This design comes from an exercise in tuning for small area and a short achievable clock period on the open sky130 flow, not from production work. Where RTL was checked, it was by simulation tests only, not by an equivalence proof against the original. Power figures rest on the tool's default switching activity, not on a simulated workload.

==> flow/design.v <==
module timer_top
( input wire sys_clk,
  input wire sys_rst_n,
  input wire tim_pwrite,
  input wire tim_psel,
  input wire tim_penable,
  input wire [11:0] tim_paddr,
  input wire [31:0] tim_pwdata,
  input wire [3:0] tim_pstrb,
  input wire dbg_mode,
  output wire [31:0] tim_prdata,
  output wire tim_int,
  output wire tim_pready,
  output wire tim_pslverr
);
reg wait_state;
wire acc = tim_psel & tim_penable;
always @(posedge sys_clk)
  wait_state <= acc;
assign tim_pready = acc & wait_state;
reg [7:0] sel;
wire a_ok = (tim_paddr[11:5] == 7'd0) & (tim_paddr[1:0] == 2'd0);
always @(posedge sys_clk)
  sel <= {8{a_ok}} & (8'd1 << tim_paddr[4:2]);
wire s_tcr   = sel[0];
wire s_tdr0  = sel[1];
wire s_tdr1  = sel[2];
wire s_tcmp0 = sel[3];
wire s_tcmp1 = sel[4];
wire s_tier  = sel[5];
wire s_tisr  = sel[6];
wire s_thcsr = sel[7];
reg wr;
always @(posedge sys_clk or negedge sys_rst_n)
  if (!sys_rst_n) wr <= 1'b0;
  else            wr <= tim_psel & ~tim_pready & tim_pwrite;
wire [3:0] st = tim_pstrb;
wire [31:0] wd = tim_pwdata;
reg        timer_en, div_en, halt_req, int_en, int_st, timer_en_pre;
reg  [3:0] div_val;
reg  [7:0] p;
wire halt_ack = halt_req & dbg_mode;
wire err_cond = (timer_en & st[0] & (wd[1] != div_en)) |
                (timer_en & st[1] & (wd[11:8] != div_val)) |
                (st[1] & (wd[11:8] > 4'd8));
reg err_q;
always @(posedge sys_clk)
  err_q <= err_cond;
wire wr_tcr = wr & s_tcr & ~err_q;
assign tim_pslverr = err_q & s_tcr & wr;
always @(posedge sys_clk or negedge sys_rst_n) begin
  if (!sys_rst_n) begin
    timer_en <= 1'b0;
    div_en   <= 1'b0;
    div_val  <= 4'd1;
    halt_req <= 1'b0;
    int_en   <= 1'b0;
  end else begin
    if (wr_tcr & st[0]) begin
      timer_en <= wd[0];
      div_en   <= wd[1];
    end
    if (wr_tcr & st[1]) div_val <= wd[11:8];
    if (wr & s_tier & st[0])  int_en   <= wd[0];
    if (wr & s_thcsr & st[0]) halt_req <= wd[0];
  end
end
reg init;
always @(posedge sys_clk or negedge sys_rst_n)
  if (!sys_rst_n) init <= 1'b0;
  else            init <= 1'b1;
wire [31:0] wd_c = wd | {32{~init}};
reg [63:0] tcmp;
genvar b;
generate for (b = 0; b < 4; b = b + 1) begin : g_tcmp
  always @(posedge sys_clk) begin
    if (~init | (wr & s_tcmp0 & st[b])) tcmp[8*b+7:8*b]     <= wd_c[8*b+7:8*b];
    if (~init | (wr & s_tcmp1 & st[b])) tcmp[8*b+39:8*b+32] <= wd_c[8*b+7:8*b];
  end
end endgenerate
function [7:0] lim;
  input [3:0] d;
  case (d)
    4'd1: lim = 8'd1;
    4'd2: lim = 8'd3;
    4'd3: lim = 8'd7;
    4'd4: lim = 8'd15;
    4'd5: lim = 8'd31;
    4'd6: lim = 8'd63;
    4'd7: lim = 8'd127;
    4'd8: lim = 8'd255;
    default: lim = 8'd0;
  endcase
endfunction
reg ph;
wire p_rst = ~timer_en | ~div_en | ph;
wire [7:0] p_inc;
assign p_inc[0] = ~p[0];
genvar i;
generate for (i = 1; i < 8; i = i + 1) begin : g_pinc
  assign p_inc[i] = p[i] ^ (&p[i-1:0]);
end endgenerate
wire wen_dv = wr_tcr & st[1];
wire ph_nxt = halt_ack ? (wen_dv ? (p == lim(wd[11:8])) : ph)
            : p_rst    ? (lim(wen_dv ? wd[11:8] : div_val) == 8'd0)
            :            (p_inc == lim(div_val));
always @(posedge sys_clk) begin
  if (!halt_ack) p <= p_rst ? 8'd0 : p_inc;
  ph <= ph_nxt;
end
wire       te_nxt = (wr_tcr & st[0]) ? wd[0]    : timer_en;
wire       de_nxt = (wr_tcr & st[0]) ? wd[1]    : div_en;
wire [3:0] dv_nxt = (wr_tcr & st[1]) ? wd[11:8] : div_val;
reg tick0;
always @(posedge sys_clk or negedge sys_rst_n)
  if (!sys_rst_n) tick0 <= 1'b0;
  else            tick0 <= te_nxt & (~de_nxt | (dv_nxt == 4'd0));
wire cnt_en = ~halt_ack & (tick0 | (timer_en & ph));
always @(posedge sys_clk)
  timer_en_pre <= timer_en;
wire cnt_clr = timer_en_pre & ~timer_en;
wire wr_tdr0 = wr & s_tdr0;
wire wr_tdr1 = wr & s_tdr1;
wire inc = cnt_en & ~wr_tdr0 & ~wr_tdr1;
reg cnt_v;
always @(posedge sys_clk or negedge sys_rst_n)
  if (!sys_rst_n) cnt_v <= 1'b0;
  else            cnt_v <= ~cnt_clr;
reg [63:0] cnt_q;
wire [63:0] cnt = cnt_q & {64{cnt_v}};
wire [15:0] g4;
wire [15:0] gp;    
generate for (i = 0; i < 16; i = i + 1) begin : g_grp
  assign g4[i] = &cnt_q[4*i+3:4*i];
  if (i == 0) begin : g0
    assign gp[i] = 1'b1;
  end else begin : gn
    assign gp[i] = &g4[i-1:0];
  end
end endgenerate
wire [63:0] tog;
generate for (i = 0; i < 64; i = i + 1) begin : g_tog
  if (i % 4 == 0) begin : j0
    assign tog[i] = inc & gp[i/4];
  end else begin : jn
    assign tog[i] = inc & gp[i/4] & (&cnt_q[i-1:(i/4)*4]);
  end
end endgenerate
wire [63:0] cnt_inc = cnt_v ? (cnt_q ^ tog) : {63'd0, inc};
generate for (b = 0; b < 4; b = b + 1) begin : g_cnt
  always @(posedge sys_clk) begin
    cnt_q[8*b+7:8*b]     <= (wr_tdr0 & st[b]) ? wd[8*b+7:8*b] : cnt_inc[8*b+7:8*b];
    cnt_q[8*b+39:8*b+32] <= (wr_tdr1 & st[b]) ? wd[8*b+7:8*b] : cnt_inc[8*b+39:8*b+32];
  end
end endgenerate
wire int_set = init & (cnt_v ? (cnt_q == tcmp) : (tcmp == 64'd0));
wire int_clr_req = wr & s_tisr & st[0] & wd[0];
always @(posedge sys_clk or negedge sys_rst_n)
  if (!sys_rst_n) int_st <= 1'b0;
  else            int_st <= int_st ? ~int_clr_req : int_set;
assign tim_int = int_en & int_st;
reg rs_tdr0, rs_tdr1;
always @(posedge sys_clk) begin
  rs_tdr0 <= a_ok & (tim_paddr[4:2] == 3'd1) & ~cnt_clr;
  rs_tdr1 <= a_ok & (tim_paddr[4:2] == 3'd2) & ~cnt_clr;
end
assign tim_prdata =
    ({32{s_tcr}}   & {20'b0, div_val, 6'b0, div_en, timer_en}) |
    ({32{rs_tdr0}} & cnt_q[31:0]) |
    ({32{rs_tdr1}} & cnt_q[63:32]) |
    ({32{s_tcmp0}} & tcmp[31:0]) |
    ({32{s_tcmp1}} & tcmp[63:32]) |
    ({32{s_tier}}  & {31'b0, int_en}) |
    ({32{s_tisr}}  & {31'b0, int_st}) |
    ({32{s_thcsr}} & {30'b0, halt_ack, halt_req});
endmodule
export LEC_CHECK = 0
export CAP_MARGIN = 20
export CORE_MARGIN = 2
export CORE_UTILIZATION = 60
export CTS_BUF_LIST = sky130_fd_sc_hd__clkbuf_8
export SETUP_SLACK_MARGIN = 2.4
export SLEW_MARGIN = 20
create_clock -name core_clock -period 5.0 [get_ports {sys_clk}]
standard.sh (not shown) runs the stock make flow with config.mk's settings and CLKGATE_MAP_FILE= SYNTH_SCRIPT=/design/flow/synth_recipe.tcl, a recipe that flattens the netlist after the stock synthesis.
==> flow/flow/run.sh <==
#!/bin/bash
# Layout: the standard flow's synthesis script with its own ABC mapping script, then
# the standard flow for the remaining steps, with plain buffers on the
# ports. Each tool's output goes to a log file here.
set -euo pipefail
HERE=$(pwd)
export OWN_ABC_SCRIPT=$HERE/flow/abc_map.script
make -C $FLOW_HOME DESIGN_CONFIG=$FLOW_CONFIG WORK_HOME=$HERE/orfs CLKGATE_MAP_FILE= \
  SYNTH_SCRIPT=$HERE/flow/synth_own.tcl synth > $HERE/synth.log 2>&1
bash standard.sh "BUFFER_PORTS_ARGS=-buffer_cell sky130_fd_sc_hd__buf_2" finish > $HERE/standard.log 2>&1
==> flow/flow/abc_map.script <==
&get -n
&st
&dch -f
&nf
&put
topo
==> flow/flow/synth_own.tcl <==
# synth_recipe.tcl, with ABC's cell mapping run by flow/abc_map.script (a
# delay-oriented mapping without ABC's restructuring and buffering) and
# without the slow a222oi cell; the layout flow buffers and sizes.
proc synth {args} { yosys synth -nofsm -noshare {*}$args }
proc abc {args} {
  set i [lsearch -exact $args -script]
  if {$i >= 0} { lset args [expr {$i + 1}] $::env(OWN_ABC_SCRIPT) }
  lappend args -dont_use sky130_fd_sc_hd__a222oi_1
  yosys abc {*}$args
}
source $::env(SCRIPTS_DIR)/synth.tcl
# left out here: clear keep_hierarchy, flatten, clean up, hide names made inside functions, write 1_2_yosys.v
Next try:
--- a/flow/design.v
+++ b/flow/design.v
@@ -89,24 +89,38 @@
     4'd6: lim = 8'd63;
     4'd7: lim = 8'd127;
     4'd8: lim = 8'd255;
     default: lim = 8'd0;
   endcase
 endfunction
+function [7:0] lim_m1;
+  input [3:0] d;
+  case (d)
+    4'd1: lim_m1 = 8'd0;
+    4'd2: lim_m1 = 8'd2;
+    4'd3: lim_m1 = 8'd6;
+    4'd4: lim_m1 = 8'd14;
+    4'd5: lim_m1 = 8'd30;
+    4'd6: lim_m1 = 8'd62;
+    4'd7: lim_m1 = 8'd126;
+    4'd8: lim_m1 = 8'd254;
+    default: lim_m1 = 8'd255;
+  endcase
+endfunction
 reg ph;
 wire p_rst = ~timer_en | ~div_en | ph;
 wire [7:0] p_inc;
 assign p_inc[0] = ~p[0];
 genvar i;
 generate for (i = 1; i < 8; i = i + 1) begin : g_pinc
   assign p_inc[i] = p[i] ^ (&p[i-1:0]);
 end endgenerate
 wire wen_dv = wr_tcr & st[1];
 wire ph_nxt = halt_ack ? (wen_dv ? (p == lim(wd[11:8])) : ph)
             : p_rst    ? (lim(wen_dv ? wd[11:8] : div_val) == 8'd0)
-            :            (p_inc == lim(div_val));
+            :            (p == lim_m1(div_val));
 always @(posedge sys_clk) begin
   if (!halt_ack) p <= p_rst ? 8'd0 : p_inc;
   ph <= ph_nxt;
 end
 wire       te_nxt = (wr_tcr & st[0]) ? wd[0]    : timer_en;
 wire       de_nxt = (wr_tcr & st[0]) ? wd[1]    : div_en;
@@ -156,21 +170,25 @@
 wire int_set = init & (cnt_v ? (cnt_q == tcmp) : (tcmp == 64'd0));
 wire int_clr_req = wr & s_tisr & st[0] & wd[0];
 always @(posedge sys_clk or negedge sys_rst_n)
   if (!sys_rst_n) int_st <= 1'b0;
   else            int_st <= int_st ? ~int_clr_req : int_set;
 assign tim_int = int_en & int_st;
-reg rs_tdr0, rs_tdr1;
+reg rs_tdr0, rs_tdr1, rs_tcmp0, rs_tcmp1, halt_q;
 always @(posedge sys_clk) begin
-  rs_tdr0 <= a_ok & (tim_paddr[4:2] == 3'd1) & ~cnt_clr;
-  rs_tdr1 <= a_ok & (tim_paddr[4:2] == 3'd2) & ~cnt_clr;
+  rs_tdr0  <= a_ok & (tim_paddr[4:2] == 3'd1) & ~tim_pwrite & ~cnt_clr;
+  rs_tdr1  <= a_ok & (tim_paddr[4:2] == 3'd2) & ~tim_pwrite & ~cnt_clr;
+  rs_tcmp0 <= a_ok & (tim_paddr[4:2] == 3'd3) & ~tim_pwrite;
+  rs_tcmp1 <= a_ok & (tim_paddr[4:2] == 3'd4) & ~tim_pwrite;
+  halt_q   <= a_ok & (tim_paddr[4:2] == 3'd7) & halt_req;
 end
 assign tim_prdata =
     ({32{s_tcr}}   & {20'b0, div_val, 6'b0, div_en, timer_en}) |
     ({32{rs_tdr0}} & cnt_q[31:0]) |
     ({32{rs_tdr1}} & cnt_q[63:32]) |
-    ({32{s_tcmp0}} & tcmp[31:0]) |
-    ({32{s_tcmp1}} & tcmp[63:32]) |
+    ({32{rs_tcmp0}} & tcmp[31:0]) |
+    ({32{rs_tcmp1}} & tcmp[63:32]) |
     ({32{s_tier}}  & {31'b0, int_en}) |
     ({32{s_tisr}}  & {31'b0, int_st}) |
-    ({32{s_thcsr}} & {30'b0, halt_ack, halt_req});
+    ({32{s_thcsr}} & {31'b0, halt_req}) |
+    {30'b0, halt_q & dbg_mode, 1'b0};
 endmodule
Result: Wire length is higher by 8.8%; first-iteration DRC count is higher by 0.99%; power is lower by 1.5%; fmax is lower by 0.50%; design area is higher by 4.9%; global-route usage is higher by 1.7 points; worst setup slack degrades by 13 ps; critical path depth is unchanged; final cell count is higher by 3.9%; via count is higher by 5.6%; synthesized area is higher by 2.8%; utilization is higher by 0.67 points; clock skew hardly moves.
The RTL of the second run of this note was laid out without a check of its function.

========
== run 1 ==
RTL: one of the versions met above, not the one the previous note started from.
Size: about 940 cells after synthesis, ~89 I/O pins.
==> flow/config.mk <==
export PLATFORM = sky130hd
export DESIGN_NAME = timer_top
export DESIGN_NICKNAME = timer_top
export VERILOG_FILES = /design/flow/design.v
export SDC_FILE = /design/flow/constraint.sdc
export NUM_CORES = 4
export LEC_CHECK = 0
export CAP_MARGIN = 20
export CORE_MARGIN = 2
export CORE_UTILIZATION = 40
export CTS_BUF_LIST = sky130_fd_sc_hd__clkbuf_8
export SETUP_SLACK_MARGIN = 2.4
export SLEW_MARGIN = 20
==> flow/constraint.sdc <==
create_clock -name core_clock -period 5.0 [get_ports {sys_clk}]
set_input_delay 1.0000 -clock core_clock [delete_from_list [all_inputs] [get_ports {sys_clk}]]
set_output_delay 1.0000 -clock core_clock [all_outputs]
set_load 0.01 [all_outputs]
==> flow/flow/abc_map.script <==
&get -n
&st
&dch
&nf
&st
&syn2
&if -g -K 6
&synch2
&nf
&st
&syn2
&if -g -K 6
&synch2
&nf
&st
&syn2
&if -g -K 6
&synch2
&nf
&st
&syn2
&if -g -K 6
&synch2
&nf
&st
&syn2
&if -g -K 6
&synch2
&nf
&put
topo
stime -c
upsize -c
dnsize -c
==> flow/flow/synth_own.tcl <==
# synth_recipe.tcl, with ABC's cell mapping run by flow/abc_map.script (ORFS's
# speed script without ABC's own buffering) and without the slow a222oi
# cell; the layout flow buffers and sizes.
proc synth {args} { yosys synth -nofsm -noshare {*}$args }
proc abc {args} {
  set i [lsearch -exact $args -script]
  if {$i >= 0} { lset args [expr {$i + 1}] $::env(OWN_ABC_SCRIPT) }
  lappend args -dont_use sky130_fd_sc_hd__a222oi_1
  yosys abc {*}$args
}
source $::env(SCRIPTS_DIR)/synth.tcl
# left out here: clear keep_hierarchy, flatten, clean up, hide names made inside functions, write 1_2_yosys.v
Scripts as last shown in full above: flow/flow/run.sh
The inputs of run 2 differ from those of run 1 as listed below.
--- a/flow/design.v
+++ b/flow/design.v
@@ -89,41 +89,22 @@
     4'd6: lim = 8'd63;
     4'd7: lim = 8'd127;
     4'd8: lim = 8'd255;
     default: lim = 8'd0;
   endcase
 endfunction
-function [7:0] lim_m1;
-  input [3:0] d;
-  case (d)
-    4'd1: lim_m1 = 8'd0;
-    4'd2: lim_m1 = 8'd2;
-    4'd3: lim_m1 = 8'd6;
-    4'd4: lim_m1 = 8'd14;
-    4'd5: lim_m1 = 8'd30;
-    4'd6: lim_m1 = 8'd62;
-    4'd7: lim_m1 = 8'd126;
-    4'd8: lim_m1 = 8'd254;
-    default: lim_m1 = 8'd255;
-  endcase
-endfunction
-reg ph;
+wire ph = (p == lim(div_val));
 wire p_rst = ~timer_en | ~div_en | ph;
 wire [7:0] p_inc;
 assign p_inc[0] = ~p[0];
 genvar i;
 generate for (i = 1; i < 8; i = i + 1) begin : g_pinc
   assign p_inc[i] = p[i] ^ (&p[i-1:0]);
 end endgenerate
-wire wen_dv = wr_tcr & st[1];
-wire ph_nxt = halt_ack ? (wen_dv ? (p == lim(wd[11:8])) : ph)
-            : p_rst    ? (lim(wen_dv ? wd[11:8] : div_val) == 8'd0)
-            :            (p == lim_m1(div_val));
 always @(posedge sys_clk) begin
   if (!halt_ack) p <= p_rst ? 8'd0 : p_inc;
-  ph <= ph_nxt;
 end
 wire       te_nxt = (wr_tcr & st[0]) ? wd[0]    : timer_en;
 wire       de_nxt = (wr_tcr & st[0]) ? wd[1]    : div_en;
 wire [3:0] dv_nxt = (wr_tcr & st[1]) ? wd[11:8] : div_val;
 reg tick0;
 always @(posedge sys_clk or negedge sys_rst_n)
@@ -170,25 +151,21 @@
 wire int_set = init & (cnt_v ? (cnt_q == tcmp) : (tcmp == 64'd0));
 wire int_clr_req = wr & s_tisr & st[0] & wd[0];
 always @(posedge sys_clk or negedge sys_rst_n)
   if (!sys_rst_n) int_st <= 1'b0;
   else            int_st <= int_st ? ~int_clr_req : int_set;
 assign tim_int = int_en & int_st;
-reg rs_tdr0, rs_tdr1, rs_tcmp0, rs_tcmp1, halt_q;
+reg rs_tdr0, rs_tdr1;
 always @(posedge sys_clk) begin
-  rs_tdr0  <= a_ok & (tim_paddr[4:2] == 3'd1) & ~tim_pwrite & ~cnt_clr;
-  rs_tdr1  <= a_ok & (tim_paddr[4:2] == 3'd2) & ~tim_pwrite & ~cnt_clr;
-  rs_tcmp0 <= a_ok & (tim_paddr[4:2] == 3'd3) & ~tim_pwrite;
-  rs_tcmp1 <= a_ok & (tim_paddr[4:2] == 3'd4) & ~tim_pwrite;
-  halt_q   <= a_ok & (tim_paddr[4:2] == 3'd7) & halt_req;
+  rs_tdr0 <= a_ok & (tim_paddr[4:2] == 3'd1) & ~cnt_clr;
+  rs_tdr1 <= a_ok & (tim_paddr[4:2] == 3'd2) & ~cnt_clr;
 end
 assign tim_prdata =
     ({32{s_tcr}}   & {20'b0, div_val, 6'b0, div_en, timer_en}) |
     ({32{rs_tdr0}} & cnt_q[31:0]) |
     ({32{rs_tdr1}} & cnt_q[63:32]) |
-    ({32{rs_tcmp0}} & tcmp[31:0]) |
-    ({32{rs_tcmp1}} & tcmp[63:32]) |
+    ({32{s_tcmp0}} & tcmp[31:0]) |
+    ({32{s_tcmp1}} & tcmp[63:32]) |
     ({32{s_tier}}  & {31'b0, int_en}) |
     ({32{s_tisr}}  & {31'b0, int_st}) |
-    ({32{s_thcsr}} & {31'b0, halt_req}) |
-    {30'b0, halt_q & dbg_mode, 1'b0};
+    ({32{s_thcsr}} & {30'b0, halt_ack, halt_req});
 endmodule
Findings:
Comparing run 1 and run 2, the lower detailed-route wire length on metal 1 is on run 2. Proportion of power drawn by the clock network is higher on run 1. Setup slack: run 2 vs run 1 down 310 ps. Compared with run 1, run 2 shows a lower pre-CTS setup slack. Going from run 1 to run 2, total power shrank by 0.27 mW; final routed wirelength across all metal layers shrank by about 1.6%. Delta (run 2 minus run 1): fraction of area in registers dropped 1.8 points; design area climbed 2.7%; maximum operating frequency dropped 43 MHz; worst hold margin climbed 18 ps. Changes observed in run 2 relative to run 1: power density over the cells decreased 32 nW/um2; mean cell area of the mapped netlist increased 0.18 um2; total net switching power decreased about 6.5%.
Function was not checked in any run of this note: the RTL went through the layout flow alone.

what the ideal ports hide:
In the flow no input, the clock included, has a driving cell. The finished layouts below were timed again as built, in two steps. Step 1, drivers: a clkbuf_16 drives sys_clk and a buf_2 each remaining input, both assumed. Step 2 adds t to the input delays and takes it off the output delays; t is the mean of the earliest and latest rising clock arrival at the registers after step 1. Input paths then give back, and output paths get back, about the clock's delay inside the block. a / b / c = ideal / step 1 / step 2; a / b = the first two.
run | shift t [ns] | setup WS [ns] | clock arrival spread, ns | worst data-port slew with drivers (ns)
the first run of note 1 | 0.510 | 2.377 / 2.341 / 1.985 | 0.013 / 0.014 | 0.03
the second run of note 1 | 0.502 | 2.364 / 2.325 / 1.929 | 0.013 / 0.013 | 0.04
run 1 | 0.514 | 2.470 / 2.429 / 2.017 | 0.012 / 0.013 | 0.03
run 2 | 0.503 | 2.163 / 2.163 / 1.797 | 0.016 / 0.016 | 0.04
After both steps every run listed still meets setup and hold. For run 1, which loses most, drivers alone change the setup slack by -0.041 ns; drivers and shift together by -0.453 ns.
